Background: an optimization exercise with open tools, aiming at small area. Do not read the settings as production practice. RTL that was checked went through simulation tests only; none was proved equivalent to the original. Power and IR drop assume default switching activity.

==> 11-09 <==
==> flow/design.v (excerpt) <==
module uart_core (
    input wire clk,
    input wire rst_n,
    input  wire uart_rx_i,
    output wire uart_tx_o,
    input  wire uart_cts_i,
    output wire uart_rts_o,
    input wire        cfg_enable,
    input wire        cfg_rx_enable,
    input wire        cfg_tx_enable,
    input wire [31:0] cfg_baud_inc,
    input wire [ 1:0] cfg_parity_mode,
    input wire [ 1:0] cfg_stop_bits,
    input wire [ 1:0] cfg_data_bits,
    input wire        cfg_hw_flow_enable,
    input wire        ctrl_rx_fifo_clear,
    input wire        ctrl_tx_fifo_clear,
    input  wire       tx_byte_valid,
    output wire       tx_byte_ready,
    input  wire [7:0] tx_byte_data,
    output wire       rx_byte_valid,
    input  wire       rx_byte_ready,
    output wire [7:0] rx_byte_data,
    output wire rx_byte_frame_error,
    output wire rx_byte_parity_error,
    output wire rx_byte_break_detect,
    output wire [4:0] rx_fifo_level,
    output wire [4:0] tx_fifo_level,
    output wire rx_fifo_empty,
    output wire rx_fifo_full,
    output wire tx_fifo_empty,
    output wire tx_fifo_full,
    output wire rx_busy,
    output wire tx_busy,
    output wire cts_active,
    output wire rts_active,
    output wire cts_blocked,
    output wire event_rx_overrun,
    output wire event_rx_frame_error,
    output wire event_rx_parity_error,
    output wire event_rx_break_detect,
    output wire event_tx_done
);
export LEC_CHECK = 0
export ABC_AREA = 1
export CAP_MARGIN = 20
export CORE_MARGIN = 2
export CORE_UTILIZATION = 40
export CTS_BUF_LIST = sky130_fd_sc_hd__clkbuf_16
export CTS_CLUSTER_DIAMETER = 100
export CTS_CLUSTER_SIZE = 30
export SLEW_MARGIN = 20
create_clock -name core_clock -period 10.0 [get_ports {clk}]
standard.sh (not shown) runs the stock make flow with config.mk's settings and CLKGATE_MAP_FILE= SYNTH_SCRIPT=/design/flow/synth_recipe.tcl, a recipe that flattens the netlist after the stock synthesis.
==> flow/flow/run.sh <==
#!/bin/bash
# Own layout flow: the standard synthesis, then the combinational logic of its netlist
# re-mapped by ABC with an area-oriented script (registers and full adders untouched, so
# every register keeps its name and cell), then the standard layout steps, with the port
# buffers made from the smallest buffer cell. Each tool's output goes to a log file here.
set -euo pipefail
W=$PWD
R=$W/orfs/results/$FLOW_PLATFORM/uart_core/base
LIB=$FLOW_HOME/platforms/$FLOW_PLATFORM/lib/sky130_fd_sc_hd__tt_025C_1v80.lib
YOSYS=$(command -v yosys || echo "$FLOW_HOME/../tools/install/yosys/bin/yosys")

bash standard.sh synth > "$W/log_1_standard_synth.txt" 2>&1

mkdir -p "$W/reabc"
python3 flow/split_lib.py "$LIB" "$W/reabc" > "$W/log_2_split_lib.txt" 2>&1
cp "$R/1_2_yosys.v" "$W/reabc/standard_1_2_yosys.v"
cat > "$W/reabc/reabc.ys" <<YS
read_liberty -lib $W/reabc/keep.lib
read_liberty -ignore_miss_func $W/reabc/comb.lib
read_verilog $W/reabc/standard_1_2_yosys.v
hierarchy -check -top $FLOW_TOP
flatten
opt_clean
abc -liberty $LIB $(for c in sky130_fd_sc_hd__probe_p_8 sky130_fd_sc_hd__probec_p_8 '*lpflow*'; do printf -- '-dont_use %s ' "$c"; done) -script $W/flow/area.abc
read_liberty -lib -ignore_redef $LIB
opt_clean -purge
hilomap -singleton -hicell sky130_fd_sc_hd__conb_1 HI -locell sky130_fd_sc_hd__conb_1 LO
splitnets
opt_clean -purge
insbuf -buf sky130_fd_sc_hd__buf_4 A X
check -assert
stat -liberty $LIB
write_verilog -noattr -nohex -nodec $W/reabc/1_2_yosys.v
YS
"$YOSYS" -s "$W/reabc/reabc.ys" > "$W/log_3_reabc.txt" 2>&1
cp "$W/reabc/1_2_yosys.v" "$R/1_2_yosys.v"

bash standard.sh BUFFER_PORTS_ARGS="-buffer_cell sky130_fd_sc_hd__buf_1" finish > "$W/log_4_standard_layout.txt" 2>&1
==> flow/flow/area.abc <==
&get -n
&st
&dch
&nf -R 1000
&put
topo
dnsize -c
==> flow/flow/split_lib.py <==
#!/usr/bin/env python3
"""Split the platform liberty into keep.lib (sequential cells and full adders: left as
they are) and comb.lib (other cells: read with their functions so ABC can re-map them)."""
import re, sys
src, out = sys.argv[1], sys.argv[2]
txt = open(src).read()
idx = [m.start() for m in re.finditer(r'\n\s*cell\s*\(', txt)]
head = txt[:idx[0]]
cells = []
for i, s in enumerate(idx):
    e = idx[i + 1] if i + 1 < len(idx) else txt.rfind('}')
    cells.append(txt[s:e])
def name(c):
    return re.search(r'cell\s*\(\s*"?(\w+)', c).group(1)
def keep(c):
    return re.search(r'\b(ff|latch|statetable)\s*\(', c) or re.search(r'__fa_\d', name(c))
open(out + '/keep.lib', 'w').write(head + ''.join(c for c in cells if keep(c)) + '\n}\n')
open(out + '/comb.lib', 'w').write(head + ''.join(c for c in cells if not keep(c)) + '\n}\n')
==> 06-24: changes against 11-09 <==
--- a/flow/design.v
+++ b/flow/design.v
@@ -56,44 +56,31 @@
     output wire event_rx_parity_error,
     output wire event_rx_break_detect,
     output wire event_tx_done
 );
   logic [31:0] acc_q;
   logic [ 3:0] os_cnt_q;
   logic        ot_q;   
   logic        bt_q;   
-  logic [16:0] acc_c;    
-  logic [32:16] acc_d;   
-  logic [32:16] acc_k;   
-  logic [31:16] acc_x;   
+  logic [32:0] acc_c;
   logic [31:0] acc_s;
-  logic        acc_co;
   logic        nco_run;
   assign nco_run  = rst_n & cfg_enable;
   assign acc_c[0] = 1'b0;
-  for (genvar i = 0; i < 16; i++) begin : g_lo
+  for (genvar i = 0; i < 32; i++) begin : g_acc
     assign acc_s[i]   = acc_q[i] ^ cfg_baud_inc[i] ^ acc_c[i];
     assign acc_c[i+1] = (acc_q[i] & cfg_baud_inc[i]) | (acc_c[i] & (acc_q[i] ^ cfg_baud_inc[i]));
   end
-  assign acc_d[16] = 1'b0;
-  assign acc_k[16] = 1'b1;
-  for (genvar i = 16; i < 32; i++) begin : g_hi
-    assign acc_x[i]   = acc_q[i] ^ cfg_baud_inc[i] ^ acc_d[i];
-    assign acc_d[i+1] = (acc_q[i] & cfg_baud_inc[i]) | (acc_d[i] & (acc_q[i] ^ cfg_baud_inc[i]));
-    assign acc_k[i+1] = acc_k[i] & acc_x[i];
-    assign acc_s[i]   = acc_x[i] ^ (acc_c[16] & acc_k[i]);
-  end
-  assign acc_co = acc_d[32] | (acc_c[16] & acc_k[32]);
-  assign bt_q = ot_q && (os_cnt_q == 4'd0);
   always_ff @(posedge clk) begin
     acc_q <= nco_run ? acc_s : 32'd0;
-    ot_q  <= nco_run & acc_co;
+    ot_q  <= nco_run & acc_c[32];
+    bt_q  <= nco_run & acc_c[32] & (&os_cnt_q);
     if (!nco_run) os_cnt_q <= 4'd0;
-    else if (acc_co) os_cnt_q <= os_cnt_q + 4'd1;
+    else if (acc_c[32]) os_cnt_q <= os_cnt_q + 4'd1;
   end
   logic [2:0] rx_sync_q;
   logic [2:0] cts_sync_q;
   logic       rx;
   always_ff @(posedge clk) begin
     if (!rst_n) begin
       rx_sync_q  <= 3'b111;
       cts_sync_q <= 3'b000;
@@ -136,35 +123,41 @@
   end
   always_ff @(posedge clk) begin
     if (!rst_n) begin
       r_st_q    <= R_IDLE;
       r_armed_q <= 1'b1;
     end else begin
       case (r_st_q)
         R_IDLE, R_IDLEV: begin
-          r_cnt_q <= 4'd8;   
+          r_cnt_q <= 4'd0;
           r_bi_q  <= 3'd0;
           r_st_q  <= R_IDLE;
           if (rx) begin
             r_armed_q <= 1'b1;
           end else if (r_armed_q) begin
             r_armed_q <= 1'b0;
             if (cfg_enable && cfg_rx_enable) begin
               r_st_q   <= R_START;
               r_nd_q   <= cfg_data_bits;
               r_ns_q   <= (cfg_stop_bits == 2'd1);
               r_pen_q  <= cfg_parity_mode[0] ^ cfg_parity_mode[1];
               r_podd_q <= cfg_parity_mode[1];
             end
           end
         end
         R_START: begin
-          if (ot_q) r_cnt_q <= r_cnt_q + 4'd1;
-          if (r_full_tick) r_st_q <= rx ? R_IDLE : R_DATA;
+          if (ot_q) begin
+            if (r_cnt_q == 4'd7) begin
+              r_cnt_q <= 4'd0;
+              r_st_q  <= rx ? R_IDLE : R_DATA;
+            end else begin
+              r_cnt_q <= r_cnt_q + 4'd1;
+            end
+          end
         end
         R_DATA: begin
           if (ot_q) r_cnt_q <= r_cnt_q + 4'd1;
           if (r_full_tick) begin
             r_data_q <= r_data_shift;
             r_pe_q   <= r_pen_q & (((r_bi_q == 3'd0) ? r_podd_q : r_pe_q) ^ rx);
             if (r_bi_q == {1'b1, r_nd_q}) begin
               r_bi_q <= 3'd0;
@@ -252,26 +245,22 @@
   assign rx_busy              = !r_idle;
   logic [7:0] tm_q [0:15];
   logic [4:0] t_lev_q;
   logic       t_empty;
   logic       t_full;
   logic       t_push_ready;
   logic       t_push;
   logic [7:0] t_head;
-  logic [7:0] t_by_lev [0:15];   
   logic       tx_start;
   assign t_empty      = (t_lev_q == 5'd0);
   assign t_full       = t_lev_q[4];
   assign t_push_ready = !t_full || tx_start;
   assign t_push       = tx_byte_valid && !ctrl_tx_fifo_clear && t_push_ready;
-  for (genvar k = 0; k < 16; k++) begin : g_tsel
-    assign t_by_lev[k] = tm_q[(k + 15) % 16];
-  end
-  assign t_head       = t_by_lev[t_lev_q[3:0]];
+  assign t_head       = tm_q[t_lev_q[3:0] - 4'd1];
   always_ff @(posedge clk) begin
     if (t_push) begin
       tm_q[0] <= tx_byte_data;
       for (int k = 1; k < 16; k++) tm_q[k] <= tm_q[k-1];
     end
   end
   always_ff @(posedge clk) begin
     if (!rst_n || ctrl_tx_fifo_clear) t_lev_q <= 5'd0;
==> flow/run.sh (new file) <==
#!/bin/bash
# synth_recipe.tcl (not shown) runs the flow's synth.tcl, then flattens the netlist and writes it again
# the make line also repeats each setting of config.mk as NAME=value (left out here)
make -C /OpenROAD-flow-scripts/flow DESIGN_CONFIG=/design/flow/config.mk WORK_HOME=/design/flow/orfs CLKGATE_MAP_FILE= SYNTH_SCRIPT=/design/flow/synth_recipe.tcl finish
- ABC_AREA: 1 -> default
- CTS_BUF_LIST: sky130_fd_sc_hd__clkbuf_16 -> default
- CTS_CLUSTER_DIAMETER: 100 -> default
- CTS_CLUSTER_SIZE: 30 -> default
removed: flow/flow/run.sh
removed: flow/flow/area.abc
removed: flow/flow/split_lib.py
removed: flow/standard.sh
==> flow_summary.toml <==
[outcome]
failed_checks = "negative setup slack"
status = "complete, but fails checks"

[timing]
finalSetupViolations = 15
layout_setup_ws_ns = -2.78

[pwr]
ir_drop_uv = 104

[floorplan]
core_area_mm2 = 0.0384

[route]
drt_wl_total_mm = 35.7
That was 06-24.
==> flow_summary.toml <==
[outcome]
status = "finished clean"

[route]
routed_via_density = 5.40
drt_wl_total_mm = 30.7

[global_routing]
met2_usage_pct = 27.4

[timing]
finalSetupViolations = 0
layout_setup_ws_ns = 0.471

[floorplan]
core_area_mm2 = 0.0345

[synthesis]
syn_inst = 1066

[setup_path]
worstPathRequired_ns = 10.41

[layout]
multi_input_area_mm2 = 0.00424

[clocking]
path_clk_slew_ns = 0.11
That was 11-09.

---

==> job 793: inputs <==
Another version of the RTL of uart_core (not shown whole).
Settings: LEC_CHECK=0, ABC_AREA=1, CAP_MARGIN=20, CORE_MARGIN=2, CORE_UTILIZATION=40, SLEW_MARGIN=20; clock period 10.0 ns.
==> flow/flow/run.sh <==
#!/bin/bash
# Own layout flow: the standard synthesis, then the combinational logic of its netlist
# re-mapped by ABC with an area-oriented script (registers, full and half adders untouched, so
# every register keeps its name and cell), then the standard layout steps, with the port
# buffers made from the smallest buffer cell. Each tool's output goes to a log file here.
set -euo pipefail
W=$PWD
R=$W/orfs/results/$FLOW_PLATFORM/uart_core/base
LIB=$FLOW_HOME/platforms/$FLOW_PLATFORM/lib/sky130_fd_sc_hd__tt_025C_1v80.lib
YOSYS=$(command -v yosys || echo "$FLOW_HOME/../tools/install/yosys/bin/yosys")

bash standard.sh synth > "$W/log_1_standard_synth.txt" 2>&1

mkdir -p "$W/reabc"
python3 flow/split_lib.py "$LIB" "$W/reabc" > "$W/log_2_split_lib.txt" 2>&1
cp "$R/1_2_yosys.v" "$W/reabc/standard_1_2_yosys.v"
cat > "$W/reabc/reabc.ys" <<YS
read_liberty -lib $W/reabc/keep.lib
read_liberty -ignore_miss_func $W/reabc/comb.lib
read_verilog $W/reabc/standard_1_2_yosys.v
hierarchy -check -top $FLOW_TOP
flatten
opt_clean
abc -liberty $LIB $(for c in sky130_fd_sc_hd__probe_p_8 sky130_fd_sc_hd__probec_p_8 '*lpflow*'; do printf -- '-dont_use %s ' "$c"; done) -script $W/flow/area.abc
read_liberty -lib -ignore_redef $LIB
opt_clean -purge
hilomap -singleton -hicell sky130_fd_sc_hd__conb_1 HI -locell sky130_fd_sc_hd__conb_1 LO
splitnets
opt_clean -purge
insbuf -buf sky130_fd_sc_hd__buf_4 A X
check -assert
stat -liberty $LIB
write_verilog -noattr -nohex -nodec $W/reabc/1_2_yosys.v
YS
"$YOSYS" -s "$W/reabc/reabc.ys" > "$W/log_3_reabc.txt" 2>&1
cp "$W/reabc/1_2_yosys.v" "$R/1_2_yosys.v"

bash standard.sh BUFFER_PORTS_ARGS="-buffer_cell sky130_fd_sc_hd__buf_1" finish > "$W/log_4_standard_layout.txt" 2>&1
==> flow/flow/area.abc <==
&get -n
&st
&dch
&nf -R 1000
&put
topo
dnsize -c
==> flow/flow/split_lib.py <==
#!/usr/bin/env python3
"""Split the platform liberty into keep.lib (sequential cells, full and half adders: left as
they are) and comb.lib (other cells: read with their functions so ABC can re-map them)."""
import re, sys
src, out = sys.argv[1], sys.argv[2]
txt = open(src).read()
idx = [m.start() for m in re.finditer(r'\n\s*cell\s*\(', txt)]
head = txt[:idx[0]]
cells = []
for i, s in enumerate(idx):
    e = idx[i + 1] if i + 1 < len(idx) else txt.rfind('}')
    cells.append(txt[s:e])
def name(c):
    return re.search(r'cell\s*\(\s*"?(\w+)', c).group(1)
def keep(c):
    return re.search(r'\b(ff|latch|statetable)\s*\(', c) or re.search(r'__(fa|ha)_\d', name(c))
open(out + '/keep.lib', 'w').write(head + ''.join(c for c in cells if keep(c)) + '\n}\n')
open(out + '/comb.lib', 'w').write(head + ''.join(c for c in cells if not keep(c)) + '\n}\n')
==> job 6084: changes against job 793 <==
--- a/flow/design.v
+++ b/flow/design.v
@@ -259,24 +259,20 @@
   logic [7:0] tm_q [0:15];
   logic [4:0] t_lev_q;
   logic       t_empty;
   logic       t_full;
   logic       t_push_ready;
   logic       t_push;
   logic [7:0] t_head;
-  logic [7:0] t_by_lev [0:15];   
   logic       tx_start;
   assign t_empty      = (t_lev_q == 5'd0);
   assign t_full       = t_lev_q[4];
   assign t_push_ready = !t_full || tx_start;
   assign t_push       = tx_byte_valid && !ctrl_tx_fifo_clear && t_push_ready;
-  for (genvar k = 0; k < 16; k++) begin : g_tsel
-    assign t_by_lev[k] = tm_q[(k + 15) % 16];
-  end
-  assign t_head       = t_by_lev[t_lev_q[3:0]];
+  assign t_head       = tm_q[t_lev_q[3:0] - 4'd1];
   always_ff @(posedge clk) begin
     if (t_push) begin
       tm_q[0] <= tx_byte_data;
       for (int k = 1; k < 16; k++) tm_q[k] <= tm_q[k-1];
     end
   end
   always_ff @(posedge clk) begin
==> flow/run.sh (new file) <==
#!/bin/bash
# synth_recipe.tcl (not shown) runs the flow's synth.tcl, then flattens the netlist and writes it again
# the make line also repeats each setting of config.mk as NAME=value (left out here)
make -C /OpenROAD-flow-scripts/flow DESIGN_CONFIG=/design/flow/config.mk WORK_HOME=/design/flow/orfs CLKGATE_MAP_FILE= SYNTH_SCRIPT=/design/flow/synth_recipe.tcl finish
==> flow/config.mk (replaced) <==
export PLATFORM = sky130hd
export DESIGN_NAME = uart_core
export DESIGN_NICKNAME = uart_core
export VERILOG_FILES = /design/flow/design.v
export SDC_FILE = /design/flow/constraint.sdc
export NUM_CORES = 4
export LEC_CHECK = 0
export ABC_AREA = 1
export CAP_MARGIN = 20
export CORE_MARGIN = 2
export CORE_UTILIZATION = 60
export SLEW_MARGIN = 20
removed: flow/flow/run.sh
removed: flow/flow/area.abc
removed: flow/flow/split_lib.py
removed: flow/standard.sh
==> job 6768: changes against job 793 <==
--- a/flow/design.v
+++ b/flow/design.v
@@ -79,18 +79,18 @@
   for (genvar i = 16; i < 32; i++) begin : g_hi
     assign acc_x[i]   = acc_q[i] ^ cfg_baud_inc[i] ^ acc_d[i];
     assign acc_d[i+1] = (acc_q[i] & cfg_baud_inc[i]) | (acc_d[i] & (acc_q[i] ^ cfg_baud_inc[i]));
     assign acc_k[i+1] = acc_k[i] & acc_x[i];
     assign acc_s[i]   = acc_x[i] ^ (acc_c[16] & acc_k[i]);
   end
   assign acc_co = acc_d[32] | (acc_c[16] & acc_k[32]);
+  assign bt_q = ot_q && (os_cnt_q == 4'd0);
   always_ff @(posedge clk) begin
     acc_q <= nco_run ? acc_s : 32'd0;
     ot_q  <= nco_run & acc_co;
-    bt_q  <= nco_run & acc_co & (&os_cnt_q);
     if (!nco_run) os_cnt_q <= 4'd0;
     else if (acc_co) os_cnt_q <= os_cnt_q + 4'd1;
   end
   logic [2:0] rx_sync_q;
   logic [2:0] cts_sync_q;
   logic       rx;
   always_ff @(posedge clk) begin
@@ -137,15 +137,15 @@
   always_ff @(posedge clk) begin
     if (!rst_n) begin
       r_st_q    <= R_IDLE;
       r_armed_q <= 1'b1;
     end else begin
       case (r_st_q)
         R_IDLE, R_IDLEV: begin
-          r_cnt_q <= 4'd0;
+          r_cnt_q <= 4'd8;   
           r_bi_q  <= 3'd0;
           r_st_q  <= R_IDLE;
           if (rx) begin
             r_armed_q <= 1'b1;
           end else if (r_armed_q) begin
             r_armed_q <= 1'b0;
             if (cfg_enable && cfg_rx_enable) begin
@@ -154,22 +154,16 @@
               r_ns_q   <= (cfg_stop_bits == 2'd1);
               r_pen_q  <= cfg_parity_mode[0] ^ cfg_parity_mode[1];
               r_podd_q <= cfg_parity_mode[1];
             end
           end
         end
         R_START: begin
-          if (ot_q) begin
-            if (r_cnt_q == 4'd7) begin
-              r_cnt_q <= 4'd0;
-              r_st_q  <= rx ? R_IDLE : R_DATA;
-            end else begin
-              r_cnt_q <= r_cnt_q + 4'd1;
-            end
-          end
+          if (ot_q) r_cnt_q <= r_cnt_q + 4'd1;
+          if (r_full_tick) r_st_q <= rx ? R_IDLE : R_DATA;
         end
         R_DATA: begin
           if (ot_q) r_cnt_q <= r_cnt_q + 4'd1;
           if (r_full_tick) begin
             r_data_q <= r_data_shift;
             r_pe_q   <= r_pen_q & (((r_bi_q == 3'd0) ? r_podd_q : r_pe_q) ^ rx);
             if (r_bi_q == {1'b1, r_nd_q}) begin
--- a/flow/flow/run.sh
+++ b/flow/flow/run.sh
@@ -1,10 +1,10 @@
 #!/bin/bash
 # Own layout flow: the standard synthesis, then the combinational logic of its netlist
-# re-mapped by ABC with an area-oriented script (registers, full and half adders untouched, so
+# re-mapped by ABC with an area-oriented script (registers and full adders untouched, so
 # every register keeps its name and cell), then the standard layout steps, with the port
 # buffers made from the smallest buffer cell. Each tool's output goes to a log file here.
 set -euo pipefail
 W=$PWD
 R=$W/orfs/results/$FLOW_PLATFORM/uart_core/base
 LIB=$FLOW_HOME/platforms/$FLOW_PLATFORM/lib/sky130_fd_sc_hd__tt_025C_1v80.lib
 YOSYS=$(command -v yosys || echo "$FLOW_HOME/../tools/install/yosys/bin/yosys")
@@ -31,8 +31,10 @@
 check -assert
 stat -liberty $LIB
 write_verilog -noattr -nohex -nodec $W/reabc/1_2_yosys.v
 YS
 "$YOSYS" -s "$W/reabc/reabc.ys" > "$W/log_3_reabc.txt" 2>&1
 cp "$W/reabc/1_2_yosys.v" "$R/1_2_yosys.v"
 
-bash standard.sh BUFFER_PORTS_ARGS="-buffer_cell sky130_fd_sc_hd__buf_1" finish > "$W/log_4_standard_layout.txt" 2>&1
+CTS="-sink_clustering_enable -repair_clock_nets -sink_clustering_size 30 -sink_clustering_max_diameter 100"
+CTS="$CTS -buf_list sky130_fd_sc_hd__clkbuf_16 -dont_use_dummy_load"
+bash standard.sh BUFFER_PORTS_ARGS="-buffer_cell sky130_fd_sc_hd__buf_1" CTS_ARGS="$CTS" finish > "$W/log_4_standard_layout.txt" 2>&1
==> flow/flow/area.abc (replaced) <==
&get -n
&st
&deepsyn -T 60
&dch
&nf -R 1000
&put
topo
dnsize -c
==> flow/flow/split_lib.py (replaced) <==
#!/usr/bin/env python3
"""Split the platform liberty into keep.lib (sequential cells and full adders: left as
they are) and comb.lib (other cells: read with their functions so ABC can re-map them)."""
import re, sys
src, out = sys.argv[1], sys.argv[2]
txt = open(src).read()
idx = [m.start() for m in re.finditer(r'\n\s*cell\s*\(', txt)]
head = txt[:idx[0]]
cells = []
for i, s in enumerate(idx):
    e = idx[i + 1] if i + 1 < len(idx) else txt.rfind('}')
    cells.append(txt[s:e])
def name(c):
    return re.search(r'cell\s*\(\s*"?(\w+)', c).group(1)
def keep(c):
    return re.search(r'\b(ff|latch|statetable)\s*\(', c) or re.search(r'__fa_\d', name(c))
open(out + '/keep.lib', 'w').write(head + ''.join(c for c in cells if keep(c)) + '\n}\n')
open(out + '/comb.lib', 'w').write(head + ''.join(c for c in cells if not keep(c)) + '\n}\n')
--- a/flow/config.mk
+++ b/flow/config.mk
@@ -5,8 +5,12 @@
 export SDC_FILE = /design/flow/constraint.sdc
 export NUM_CORES = 4
 export LEC_CHECK = 0
 export ABC_AREA = 1
 export CAP_MARGIN = 20
 export CORE_MARGIN = 2
 export CORE_UTILIZATION = 40
+export CTS_BUF_LIST = sky130_fd_sc_hd__clkbuf_16
+export CTS_CLUSTER_DIAMETER = 100
+export CTS_CLUSTER_SIZE = 30
+export PLACE_DENSITY = 0.8
 export SLEW_MARGIN = 20
==> impl.org <==
** Power
- Net switching is 28.8% of the power.

** Placement
- Final weighted congestion of routability-driven global placement :: 0.833

** CTS
- Buffers inserted during clock tree synthesis total 40.

** Run status
- The flow ran to the end and the layout has no timing, DRC or antenna violations.

** Routing
- In this run, the number of DRC markers left after iteration 0 of detailed routing was 1004.
That was job 6084.
==> impl.org <==
** Routing
- Drt initial violations :: 869

** Run status
- Result of the run :: complete, no violations

** Layout
- In the final layout, clock buffers and inverters account for 8.26% of the cell area.
- The finished layout holds 1699 standard cells, fillers aside.

** CTS
- Clk Latency, worst-skew pair :: 0.55 ns
- Total clock buffers created by CTS :: 43

** Placement
- Final weighted congestion of routability-driven global placement :: 0.811

** Power
- Fraction of power spent switching nets :: a little over a quarter

** Critical path
- Worst-case register-to-register setup slack :: 1.81 ns

** STA
- Setup violations remaining at the end of the flow were counted as 0.
That was job 793.
==> impl.org <==
** Critical path
- Startpoint of the worst setup timing path :: cfg_baud_inc[0]
- The setup check on the worst reg-to-reg path leaves a slack of 1.70 ns.

** Power
- Fraction of power spent switching nets :: 25.3%

** GRT
- The initial antenna violation count is 0.

** Layout
- Area added between synthesis and finish :: 9.50%

** Run status
- The flow ran to the end and the layout has no timing, DRC or antenna violations.

** Placement
- At the end of routability-driven placement, the weighted congestion stood at 0.842.

** Routing
- After the first detailed-routing iteration, the DRC count stood at 1038.
- Post-detailed-route count of antenna-violating nets :: 0

** CTS
- Total clock buffers created by CTS :: 17
That was job 6768.
For job 793, only the layout was checked, not whether the RTL still works.

[static timing again, ports no longer ideal]
How much do the figures lean on ideal ports? The routed layouts below were timed once more, with nothing changed but the port constraints.
Step 1 (the two cells are an assumption about what drives the block):
set clk [get_ports {clk}]
set_driving_cell -lib_cell sky130_fd_sc_hd__clkbuf_16 $clk
set_driving_cell -lib_cell sky130_fd_sc_hd__buf_2 [delete_from_list [all_inputs] $clk]
Step 2 adds t to the input delays and takes it off the output delays; t is the mean of the earliest and latest rising clock arrival at the registers after step 1. Input paths then give back, and output paths get back, about the clock's delay inside the block.
a / b / c = no drivers / after step 1 / after step 2; a / b = the first two.
run | t (ns) | setup slack, ns | cell pins on the clock port's net
11-09 | 0.564 | 0.471 / 0.500 / -0.064 | 1
06-24 | 0.600 | -2.776 / -2.758 / -3.358 | 1
job 793 | 0.587 | 0.549 / 0.575 / -0.013 | 1
job 6084 | 0.574 | 0.979 / 1.008 / 0.434 | 1
job 6768 | 0.545 | 0.435 / 0.461 / -0.084 | 1
With both steps, setup timing fails in 11-09, job 793 and job 6768, where it was met with ideal ports. The setup slack of 06-24, which loses most, moves by +0.018 ns with the drivers and by -0.582 ns with both steps.
